From an optimization exercise on the open Yosys and OpenROAD flow, aimed at small area; shortcuts taken in it are not production practice.
Only simulation tests tie the RTL to the original design; equivalence was not proved.
The clock port is modelled as an ideal driver; clocking choices that lean on that would not hold on a real chip.
No activity file was given, so power comes from the tool's default toggle rates.

--- flow/design.v ---
`timescale 1ns/1ps
`default_nettype none
module uart_fifo_tx
  #(
    parameter FIFO_DEPTH=16,
    parameter UART_CDIV=434
    )
   (
    input wire 	     clk,
    input wire 	     n_rst,
    input wire [7:0] data,
    input wire 	     n_wr,
    output wire      n_full,
    output wire      uart_tx
    );
   localparam N = FIFO_DEPTH;
   reg [8*N-1:0]     s;         
   reg [N-1:0] 	     v;         
   reg [7:0] 	     h;         
   reg 		     hv;        
   reg 		     held;      
   reg 		     sending;
   reg 		     tx_out;
   reg [8:0] 	     cnt;
   reg [3:0] 	     idx;
   wire 	     transit = held & ~hv;
   assign n_full = ~(&v) | transit;
   assign uart_tx = tx_out;
   wire 	     wr = ~n_wr & n_full;
   wire 	     take = ~held & (|v);
   wire [N:0] 	     rdy;
   assign rdy[N] = ~hv;
   genvar 	     i;
   generate
      for (i = 0; i < N; i = i + 1) begin : g_rdy
	 assign rdy[i] = ~v[i] | rdy[i+1];
      end
   endgenerate
   wire [8*N-1:0]    s_in = {s[8*N-9:0], data};
   wire [N-1:0]      v_in = {v[N-2:0], wr};
   integer 	     k;
   always @(posedge clk) begin
      for (k = 0; k < N; k = k + 1)
	if (rdy[k]) s[8*k +: 8] <= s_in[8*k +: 8];
      if (rdy[N]) h <= s[8*N-8 +: 8];
   end
   localparam [8:0] CNT_LAST = 9'd19;
   wire 	     bit_end = sending & (cnt[8:4] == CNT_LAST[8:4])
		       & (cnt[2:0] == CNT_LAST[2:0]);
   wire 	     idx_7 = ~idx[3] & (&idx[2:0]);
   wire 	     idx_8 = idx[3] & ~idx[0];
   wire 	     idx_9 = idx[3] & idx[0];
   wire 	     release_h = bit_end & idx_7;
   always @(posedge clk, negedge n_rst) begin
      if (~n_rst) begin
	 v <= 0;
	 hv <= 1'b0;
	 held <= 1'b0;
	 sending <= 1'b0;
	 tx_out <= 1'b1;
	 idx <= 0;
      end
      else begin
	 for (k = 0; k < N; k = k + 1)
	   if (rdy[k]) v[k] <= v_in[k];
	 if (bit_end) idx <= idx_9 ? 4'd0 : idx + 1'b1;
	 if (~hv) hv <= v[N-1];
	 else if (release_h) hv <= 1'b0;
	 if (take) held <= 1'b1;
	 else if (release_h) held <= 1'b0;
	 if (~sending) begin
	    if (take) begin
	       sending <= 1'b1;
	       tx_out <= 1'b0;
	    end
	 end
	 else if (bit_end) begin
	    if (~idx[3]) tx_out <= h[idx[2:0]];
	    else if (idx_8) tx_out <= 1'b1;
	    else if (held | take) tx_out <= 1'b0;
	    else sending <= 1'b0;
	 end
      end
   end
   always @(posedge clk) begin
      if (~sending | bit_end) cnt <= 0;
      else cnt <= {cnt[7:0], ~(cnt[8] ^ cnt[1])};
   end
endmodule
`default_nettype wire
--- flow/flow/run.sh ---
#!/bin/bash
# The standard layout (standard.sh) with these changes:
# - clock tree synthesis without dummy load cells, with clkbuf_4 leaf buffers
#   under a clkbuf_16 root; each clock buffer is then resized to the smallest clkbuf that keeps
#   its clock pins' slew low
#   (flow/post_cts.tcl);
# - port buffers of the smallest buffer cell.
set -euo pipefail
here=$(pwd)
export CTS_ARGS="-sink_clustering_enable -repair_clock_nets -dont_use_dummy_load -root_buf sky130_fd_sc_hd__clkbuf_8 -buf_list sky130_fd_sc_hd__clkbuf_4"
export POST_CTS_TCL="$here/flow/post_cts.tcl"
export CLK_SLEW_TARGET=0.125
export BUFFER_PORTS_ARGS="-buffer_cell sky130_fd_sc_hd__buf_1"
bash standard.sh finish > standard.log 2>&1
--- flow/flow/post_cts.tcl ---
# After clock tree synthesis: give each leaf clock buffer the smallest clkbuf size
# that keeps the slew at every clock pin it drives within CLK_SLEW_TARGET (ns),
# as estimated from the placement, so every flip-flop clock pin keeps a fast
# edge.
set sizes {sky130_fd_sc_hd__clkbuf_1 sky130_fd_sc_hd__clkbuf_2 sky130_fd_sc_hd__clkbuf_4
  sky130_fd_sc_hd__clkbuf_8 sky130_fd_sc_hd__clkbuf_16}
set target $::env(CLK_SLEW_TARGET)

proc sink_slew { inst } {
  set net [[$inst findITerm X] getNet]
  set worst 0.0
  foreach it [$net getITerms] {
    if { [$it isOutputSignal] } { continue }
    set pin [get_pins [[$it getInst] getName]/[[$it getMTerm] getName]]
    set s [get_property $pin slew_max]
    if { $s > $worst } { set worst $s }
  }
  return $worst
}

set bufs {}
foreach inst [[ord::get_db_block] getInsts] {
  if { [string match sky130_fd_sc_hd__clkbuf_* [[$inst getMaster] getName]] } {
    set net [[$inst findITerm X] getNet]
    if { $net ne "NULL" && [$net getSigType] eq "CLOCK" } { lappend bufs $inst }
  }
}
estimate_parasitics -placement
# leaves: buffers that drive no buffer
set leaves {}
set upper {}
foreach inst $bufs {
  set drives_buf 0
  foreach it [[[$inst findITerm X] getNet] getITerms] {
    if { [string match sky130_fd_sc_hd__clkbuf_* [[[$it getInst] getMaster] getName]] && ![$it isOutputSignal] } {
      set drives_buf 1
    }
  }
  if { $drives_buf } { lappend upper $inst } else { lappend leaves $inst }
}
foreach inst $leaves {
  set name [$inst getName]
  set orig [[$inst getMaster] getName]
  set chosen ""
  foreach m $sizes {
    replace_cell $name $m
    estimate_parasitics -placement
    if { [sink_slew $inst] <= $target } { set chosen $m; break }
  }
  if { $chosen eq "" } { set chosen [lindex $sizes end] }
  replace_cell $name $chosen
  puts "post_cts: $name $orig -> $chosen"
}
estimate_parasitics -placement
detailed_placement
check_placement -verbose
--- flow/standard.sh ---
#!/bin/bash
# synth_recipe.tcl (not shown) runs the flow's synth.tcl, then flattens the netlist and writes it again
# the make line also repeats each setting of config.mk as NAME=value (left out here)
make -C /OpenROAD-flow-scripts/flow DESIGN_CONFIG=/design/flow/config.mk WORK_HOME=/design/flow/orfs CLKGATE_MAP_FILE= SYNTH_SCRIPT=/design/flow/synth_recipe.tcl "${@:-finish}"
--- flow/config.mk ---
export PLATFORM = sky130hd
export DESIGN_NAME = uart_fifo_tx
export DESIGN_NICKNAME = uart_fifo_tx
export VERILOG_FILES = /design/flow/design.v
export SDC_FILE = /design/flow/constraint.sdc
export NUM_CORES = 4
export LEC_CHECK = 0
export CAP_MARGIN = 0
export CORE_MARGIN = 2
export CORE_UTILIZATION = 40
export CTS_BUF_LIST = sky130_fd_sc_hd__clkbuf_8
export SLEW_MARGIN = 0
--- flow/constraint.sdc ---
create_clock -name core_clock -period 10.0 [get_ports {clk}]
set_input_delay 2.0000 -clock core_clock [delete_from_list [all_inputs] [get_ports {clk}]]
set_output_delay 2.0000 -clock core_clock [all_outputs]
set_load 0.01 [all_outputs]
==> results of run 1 <==
==> report_power, final <==
group	switching [mW]	total [mW]	internal [mW]
clock	0.184	0.272	0.0883
combinational	0.0200	0.0374	0.0175
sequential	0.0148	0.790	0.775
total	0.219	1.10	0.881
==> per-stage QoR <==
stage	setup WS, ns	hold WS [ns]	cell area (µm²)	cells	utilization (%)
floorplan	6.90	0.400	5500	272	-
global placement	6.71	0.401	5750	456	43.1
detailed placement	6.70	0.405	5750	456	43.1
global route	6.16	0.404	5890	473	44.2
finish	6.27	0.393	5890	473	44.2
==> worst paths after layout <==
path                          end  slack, ns  depth (start not counted)
setup / recovery           n_full       6.27                          4
hold / removal              s[53]       0.39                          0
setup reg to reg             s[4]       7.74                          5
hold reg to reg             s[53]       0.39                          0
max in group asynchronous  tx_out       8.17                          2
min in group asynchronous  idx[3]       1.54                          2
==> worst max-delay path: stages, from the launching register on <==
cell	delay, ns
dfrtp_1	0.43
and4_1	0.28
o2111ai_1	0.13
or3_1	0.35
buf_1	0.14
==> layer usage <==
layer  up-vias  global-route usage (%)  share of wire, %  wire, µm
li1       1080                       -                 -         -
met2        32                    16.1                50      3370
met5         -                       0                 0         0
met3        10                    4.09               3.3       222
met4         0                    4.74               1.4        97
met1      1143                    11.4                45      3020
==> cell families after synthesis <==
family                   Yosys count  synth area share (%)
buffers and inverters             13                 0.910
AO/OA/AOI/OAI                     20                  2.66
flip-flops                       169                  88.5
adder cells (fa/ha/maj)            2                 0.455
AND/OR/NAND/NOR                   63                  6.41
multiplexers                       3                 0.773
XOR/XNOR                           2                 0.319
==> area by class of cell <==
cell class                      instances  area, µm²
Fill cell                            1178       7450
Sequential cell                       169       4870
Multi-Input combinational cell         90        584
Tap cell                              176        220
Clock buffer                           17        141
Timing Repair Buffer                   13       52.6
Inverter                                8       30.0
==> flip-flops by register name (all words and copies together), names as in the netlist <==
name     flops
held         1
hv           1
v           16
tx_out       1
h            8
cnt          9
idx          4
s          128
sending      1
==> cells in the final DEF (no fill, tap or decap), drive strengths merged, types with 2 or more instances in the layout <==
cell type	Yosys	layout
a21o	3	3
a21oi	3	3
a31o	2	2
and2	5	5
and3	6	6
and4	3	3
buf	0	13
clkbuf	5	17
dfrtp	23	23
dfxtp	9	9
edfxtp	136	136
ha	2	2
inv	8	8
mux2i	2	2
nand2	15	15
nand2b	9	9
nand3	6	6
nand4	2	2
nor2	5	5
nor4	4	4
o21ai	3	3
or2	2	2
or4	2	2
xnor2	2	2
==> load_flow_metrics.sql, run 1 <==
INSERT INTO impl_metrics (metric_group, metric, value, unit) VALUES
('global_routing', 'grt_max_degree', '25', ''),
('critical_path', 'reg2reg_from', 'v[15]', ''),
('logic_synthesis', 'yosysTopAreaCellShare', '74.2', '%'),
('global_routing', 'initial_antenna_violation_count', '0', ''),
('worst_hold_path', 'hold_start', 's[45]', ''),
('logic_synthesis', 'yosysSeqAreaShare', '88.5', '%'),
('timing', 'period_needed', '3.73', 'ns'),
('logic_synthesis', 'yosysWarnings', '1', ''),
('logic_synthesis', 'synth_area', '5500', 'µm²'),
('logic_synthesis', 'synth_cell_type_count', '39', ''),
('pwr', 'power-per-cell-area', '187', 'nW/µm²'),
('detailed_routing', 'first_iter_violations', '275', ''),
('critical_path', 'criticalPathCategory', 'reg -> out', ''),
('timing', 'min_period_over_period', '37.3', '%'),
('logic_synthesis', 'synth.area.top_cells', 'edfxtp_1, dfrtp_1, dfxtp_1, nand2_1, nand2b_1', ''),
('timing', 'relSlewSlack', '65.8', '%'),
('logic_synthesis', 'yosysTopAreaCell', 'edfxtp_1', ''),
('timing', 'setup-tns-final', '0', 'ns'),
('layout', 'synthToLayoutAreaGrowth', '7.17', '%'),
('logic_synthesis', 'post_synth_most_frequent_cells', 'edfxtp_1, dfrtp_1, nand2_1, dfxtp_1, nand2b_1', ''),
('timing', 'finalSetupViolations', '0', ''),
('worst_hold_path', 'hp-class', 'reg -> reg', ''),
('logic_synthesis', 'synthCells', '272', ''),
('critical_path', 'crit_path_end_kind', 'primary output', ''),
('detailed_routing', 'postRouteWirelength', '6.71', 'mm'),
('global_routing', 'grt_use_total', '9.89', '%'),
('critical_path', 'crit_path_max_fanout', '6', ''),
('clock_network', 'cts_tree', 'yes', ''),
('pwr', 'vdd.ir_drop.worst', '0.152', 'mV'),
('clock_network', 'clkSinkCount', '169', ''),
('floorplan', 'die_width', '121', 'µm'),
('global_routing', 'vias_in_the_first_global_route', '2260', ''),
('detailed_routing', 'routedWlPerCell', '14.2', 'µm'),
('global_routing', 'grt_overflow', '0', ''),
('pwr', 'design_power_total', '1.10', 'mW'),
('status', 'run_status', 'finished clean', ''),
('placement', 'place.port_buffers', '12', ''),
('floorplan', 'ioPinCount', '13', ''),
('logic_synthesis', 'ys.flop_type', 'edfxtp_1', ''),
('timing', 'setup_repair_after_global_routing_missed_its_margin', 'no', ''),
('critical_path', 'worst_setup_path_start_kind', 'register', ''),
('timing', 'slew_violations', '0', ''),
('detailed_routing', 'post_drt_via_cell_ratio', '4.79', ''),
('logic_synthesis', 'ys_async_sr_fraction', '14.2', '%'),
('floorplan', 'die_h', '121', 'µm'),
('logic_synthesis', 'synth_enable_flop_cells', '136', ''),
('detailed_routing', 'drt_drc_violations_left', '0', ''),
('logic_synthesis', 'synth.ff_latch_count', '169', ''),
('pwr', 'power.leakage', '1.97', 'nW'),
('global_routing', 'grt_first_pass_wirelength', '10.7', 'mm'),
('layout', 'antenna-diode-count', '0', ''),
('critical_path', 'worst_ep_arrival_time', '1.73', 'ns'),
('flow_run', 'maxCapViolations', '0', ''),
('floorplan', 'die-area', '14700', 'µm²'),
('floorplan', 'initial_utilization', '41.2', '%'),
('clock_network', 'worst_skew_pair.late_latency', '0.42', 'ns'),
('critical_path', 'worst_ep_required_time', '8.00', 'ns'),
('placement', 'dp_hpwl', '4.43', 'mm'),
('placement', 'gpl.final_weighted_congestion', '0.733', ''),
('detailed_routing', 'antenna_violating_nets_post_route', '0', ''),
('timing', 'post_route_clock_skew', '0.0372', 'ns'),
('detailed_routing', 'vias', '2265', ''),
('timing', 'worstMarginPinSlew', '0.511', 'ns'),
('detailed_routing', 'iteration_count_of_the_initial_detailed_routing_pass', '5', ''),
('logic_synthesis', 'dominant_cell_by_count_in_the_synthesized_netlist', 'edfxtp_1', ''),
('critical_path', 'cp_launch_point', 'v[15]', ''),
('floorplan', 'design.core.area', '13300', 'µm²'),
('timing', 'fmax', '0.268', 'GHz'),
('logic_synthesis', 'synth_area_per_cell', '20.2', 'µm²'),
('timing', 'final_hold_fails', '0', ''),
('layout', 'nets', '312', ''),
('layout', 'drive_above_1_share', '8.08', '%'),
('logic_synthesis', 'synth_nets', '285', ''),
('floorplan', 'rows', '42', ''),
('clock_network', 'path_clk_slew', '0.12', 'ns');
==> run 2, diff against run 1 <==
--- a/flow/flow/run.sh
+++ b/flow/flow/run.sh
@@ -3,6 +3,10 @@
 # - clock tree synthesis without dummy load cells, with clkbuf_4 leaf buffers
-#   under a clkbuf_16 root; each clock buffer is then resized to the smallest clkbuf that keeps
-#   its clock pins' slew low
-#   (flow/post_cts.tcl);
+#   under a clkbuf_8 root; each leaf buffer is then resized to the smallest
+#   clkbuf that keeps the estimated slew at its clock pins within
+#   CLK_SLEW_TARGET ns (flow/post_cts.tcl);
+# - power recovery after global routing, which downsizes cells off the
+#   critical paths;
 # - port buffers of the smallest buffer cell.
+# Each ORFS step writes its full log under orfs/logs/; make's own output goes
+# to standard.log.
 set -euo pipefail
@@ -12,2 +16,3 @@
 export CLK_SLEW_TARGET=0.125
+export RECOVER_POWER=100
 export BUFFER_PORTS_ARGS="-buffer_cell sky130_fd_sc_hd__buf_1"
--- a/flow/config.mk
+++ b/flow/config.mk
@@ -7,3 +7,3 @@
 export LEC_CHECK = 0
-export CAP_MARGIN = 0
+export CAP_MARGIN = 20
 export CORE_MARGIN = 2
@@ -11,2 +11,2 @@
 export CTS_BUF_LIST = sky130_fd_sc_hd__clkbuf_8
-export SLEW_MARGIN = 0
+export SLEW_MARGIN = 20
==> run 2 against run 1 <==
Compared with the run above:
- critical path type unchanged
- non-clock buffer count unchanged
- highest routed layer unchanged
- critical path depth is the same
- design area is essentially flat
- sequential cell count stayed put
- sequential power about the same
- still clean
- register-to-register slack about the same
- combinational power hardly changed
==> load_flow_metrics.sql, run 2 <==
INSERT INTO impl_metrics (metric_group, metric, value, unit) VALUES
('status', 'run_status', 'finished clean', ''),
('detailed_routing', 'met2RoutedLength', '3.36', 'mm'),
('worst_hold_path', 'hp-class', 'reg -> reg', ''),
('critical_path', 'crit_path_end_kind', 'primary output', ''),
('timing', 'period_needed', '3.73', 'ns'),
('layout', 'antenna-diode-count', '0', ''),
('timing', 'min_period_over_period', '37.3', '%'),
('layout', 'nets', '312', ''),
('timing', 'slew_violations', '0', ''),
('floorplan', 'die-area', '14700', 'µm²'),
('critical_path', 'criticalPathCategory', 'reg -> out', ''),
('logic_synthesis', 'synth_area_per_cell', '20.2', 'µm²'),
('logic_synthesis', 'yosysWarnings', '1', ''),
('logic_synthesis', 'synth.area.top_cells', 'edfxtp_1, dfrtp_1, dfxtp_1, nand2_1, nand2b_1', ''),
('timing', 'final_hold_fails', '0', ''),
('clock_network', 'cts_tree', 'yes', ''),
('critical_path', 'worst_setup_path_start_kind', 'register', ''),
('layout', 'largestRegisters', 's (128), v (16), cnt (9)', ''),
('logic_synthesis', 'synth_area', '5500', 'µm²'),
('logic_synthesis', 'synth_enable_flop_cells', '136', ''),
('flow_run', 'maxCapViolations', '0', ''),
('logic_synthesis', 'ys_async_sr_fraction', '14.2', '%'),
('timing', 'finalSetupViolations', '0', ''),
('timing', 'fmax', '0.268', 'GHz'),
('layout', 'mostFrequentLayoutCells', 'edfxtp_1, dfrtp_1, nand2_1', ''),
('worst_hold_path', 'min_path_cells', '0', ''),
('critical_path', 'worst_ep_required_time', '8.00', 'ns'),
('logic_synthesis', 'synth_nets', '285', ''),
('detailed_routing', 'post_drt_via_cell_ratio', '4.79', ''),
('layout', 'registers.top_by_ff_count', 's', ''),
('layout', 'largest_reg_flops', '128', ''),
('timing', 'setup_repair_after_global_routing_missed_its_margin', 'no', ''),
('critical_path', 'crit_path_max_fanout', '6', ''),
('global_routing', 'initial_antenna_violation_count', '0', ''),
('timing', 'setup-tns-final', '0', 'ns'),
('placement', 'placement.setup.worst_slack', '6.70', 'ns'),
('floorplan', 'initial_utilization', '41.2', '%'),
('layout', 'synthToLayoutAreaGrowth', '7.10', '%'),
('floorplan', 'die_width', '121', 'µm'),
('placement', 'gpl.final_weighted_congestion', '0.733', ''),
('logic_synthesis', 'yosysSeqAreaShare', '88.5', '%'),
('critical_path', 'reg2reg_slack', '7.74', 'ns'),
('logic_synthesis', 'yosysTopAreaCell', 'edfxtp_1', ''),
('worst_hold_path', 'hold_start', 's[45]', ''),
('timing', 'relSlewSlack', '14.8', '%'),
('detailed_routing', 'routedWlPerCell', '14.2', 'µm'),
('critical_path', 'worst_r2r_endpoint', 's[4]', ''),
('logic_synthesis', 'synth.ff_latch_count', '169', ''),
('floorplan', 'ioPinCount', '13', ''),
('pwr', 'vdd.ir_drop.worst', '0.152', 'mV'),
('clock_network', 'clkSinkCount', '169', ''),
('detailed_routing', 'antenna_violating_nets_post_route', '0', ''),
('global_routing', 'grt_max_degree', '25', ''),
('layout', 'layout.cells.most_common', 'edfxtp_1', ''),
('timing', 'worstMarginPinSlew', '1.28', 'ns'),
('pwr', 'power-per-cell-area', '187', 'nW/µm²'),
('detailed_routing', 'highest-signal-layer', 'met4', ''),
('logic_synthesis', 'synthCells', '272', ''),
('detailed_routing', 'vias', '2265', ''),
('floorplan', 'rows', '42', ''),
('detailed_routing', 'iteration_count_of_the_initial_detailed_routing_pass', '5', ''),
('critical_path', 'reg2reg_from', 'v[15]', ''),
('clock_network', 'path_clk_slew', '0.12', 'ns'),
('critical_path', 'worst_ep_arrival_time', '1.73', 'ns'),
('global_routing', 'vias_in_the_first_global_route', '2260', ''),
('global_routing', 'grt_use_total', '9.89', '%'),
('detailed_routing', 'wl_met1', '3.02', 'mm'),
('global_routing', 'grt_first_pass_wirelength', '10.7', 'mm'),
('floorplan', 'die_h', '121', 'µm'),
('logic_synthesis', 'ys.flop_type', 'edfxtp_1', ''),
('global_routing', 'grt_overflow', '0', ''),
('worst_hold_path', 'whs_endpoint', 's[53]', ''),
('pwr', 'power.leakage', '1.96', 'nW'),
('logic_synthesis', 'yosysTopAreaCellShare', '74.2', '%'),
('logic_synthesis', 'dominant_cell_by_count_in_the_synthesized_netlist', 'edfxtp_1', ''),
('placement', 'place.port_buffers', '12', ''),
('timing', 'post_route_clock_skew', '0.0372', 'ns'),
('floorplan', 'design.core.area', '13300', 'µm²'),
('detailed_routing', 'first_iter_violations', '275', ''),
('timing', 'final.setup.worst_slack', '6.27', 'ns'),
('layout', 'drive_above_1_share', '7.74', '%'),
('placement', 'dp_hpwl', '4.43', 'mm'),
('clock_network', 'worst_skew_pair.late_latency', '0.42', 'ns'),
('detailed_routing', 'wl_met3', '227', 'µm'),
('logic_synthesis', 'post_synth_most_frequent_cells', 'edfxtp_1, dfrtp_1, nand2_1, dfxtp_1, nand2b_1', ''),
('critical_path', 'worst_r2r_path_depth', '5', ''),
('logic_synthesis', 'synth_cell_type_count', '39', ''),
('detailed_routing', 'drt_drc_violations_left', '0', ''),
('detailed_routing', 'postRouteWirelength', '6.71', 'mm');
[run 2: per-layer routing]
layer	vias up	GRT usage, %
met4	0	4.74
li1	1080	-
met5	-	0
met2	34	16.1
met1	1141	11.4
met3	10	4.09
[run 2: logic make-up (layout without fill, tap and decap cells)]
| logic type | count (synthesis) | in the layout | synth area share (%) |
|---|---|---|---|
| xor gates and xnor gates | 2 | 2 | 0.319 |
| AOI/OAI and AO/OA | 20 | 20 | 2.66 |
| DFF | 169 | 169 | 88.5 |
| adders and majority gates | 2 | 2 | 0.455 |
| muxes | 3 | 3 | 0.773 |
| buffers and inverters | 13 | 38 | 0.910 |
| and+or+nand+nor | 63 | 63 | 6.41 |
[run 2: layout make-up]
cell class | count | area [µm²]
multi-input combinational | 90 | 584
inverter | 8 | 30.0
sequential | 169 | 4870
clock buffer | 17 | 141
fill | 1180 | 7460
timing repair buffer | 13 | 48.8
tap | 176 | 220
[run 2: worst max path at each step]
stage                      from      to  depth (start not counted)
after global placement    v[15]  n_full                          4
after detailed placement  v[15]  n_full                          4
after global routing      v[15]  n_full                          4
final                     v[15]  n_full                          4
after floorplan           v[15]  n_full                          3
[run 2: critical path: stages, from the launching register on]
cell and delay [ns]:
dfrtp_1 0.43, and4_1 0.28, o2111ai_1 0.13, or3_1 0.35, buf_1 0.14
[run 2: stage by stage]
step	total power [mW]	hold slack, ns	instances	utilization, %	area [µm²]
3_3_place_gp	0.843	0.401	456	43.1	5750
6_report	1.10	0.393	473	44.1	5890
2_1_floorplan	0.828	0.400	272	-	5500
3_5_place_dp	0.844	0.405	456	43.1	5750
5_1_grt	1.15	0.404	473	44.1	5890
[run 2: power by group]
part | leakage (nW) | internal [mW] | switching [mW]
Sequential | 1.53 | 0.775 | 0.0148
Combinational | 0.345 | 0.0173 | 0.0200
Clock | 0.0851 | 0.0883 | 0.184
Total | 1.96 | 0.881 | 0.219

-- static timing again, ports no longer ideal --
No port has a modelled driver above. Below, the same layouts with a new extraction and two added sets of constraints. Step 1, drivers: a clkbuf_16 drives clk and a buf_2 each remaining input, both assumed. Step 2 also shifts input and output timing later by t, the mid clock arrival at the registers, as if the neighbouring blocks saw the same clock. Three values: no drivers, after step 1, after step 2; two values: the first two.
run | shift t [ns] | slack for setup (ns) | worst hold slack (ns) | worst setup path at the end
run 1 | 0.430 | 6.270 / 6.239 / 6.669 | 0.393 / 0.393 / 0.393 | register to output
run 2 | 0.430 | 6.270 / 6.239 / 6.669 | 0.393 / 0.393 / 0.393 | register to output
After both steps setup and hold are still met in every run listed.
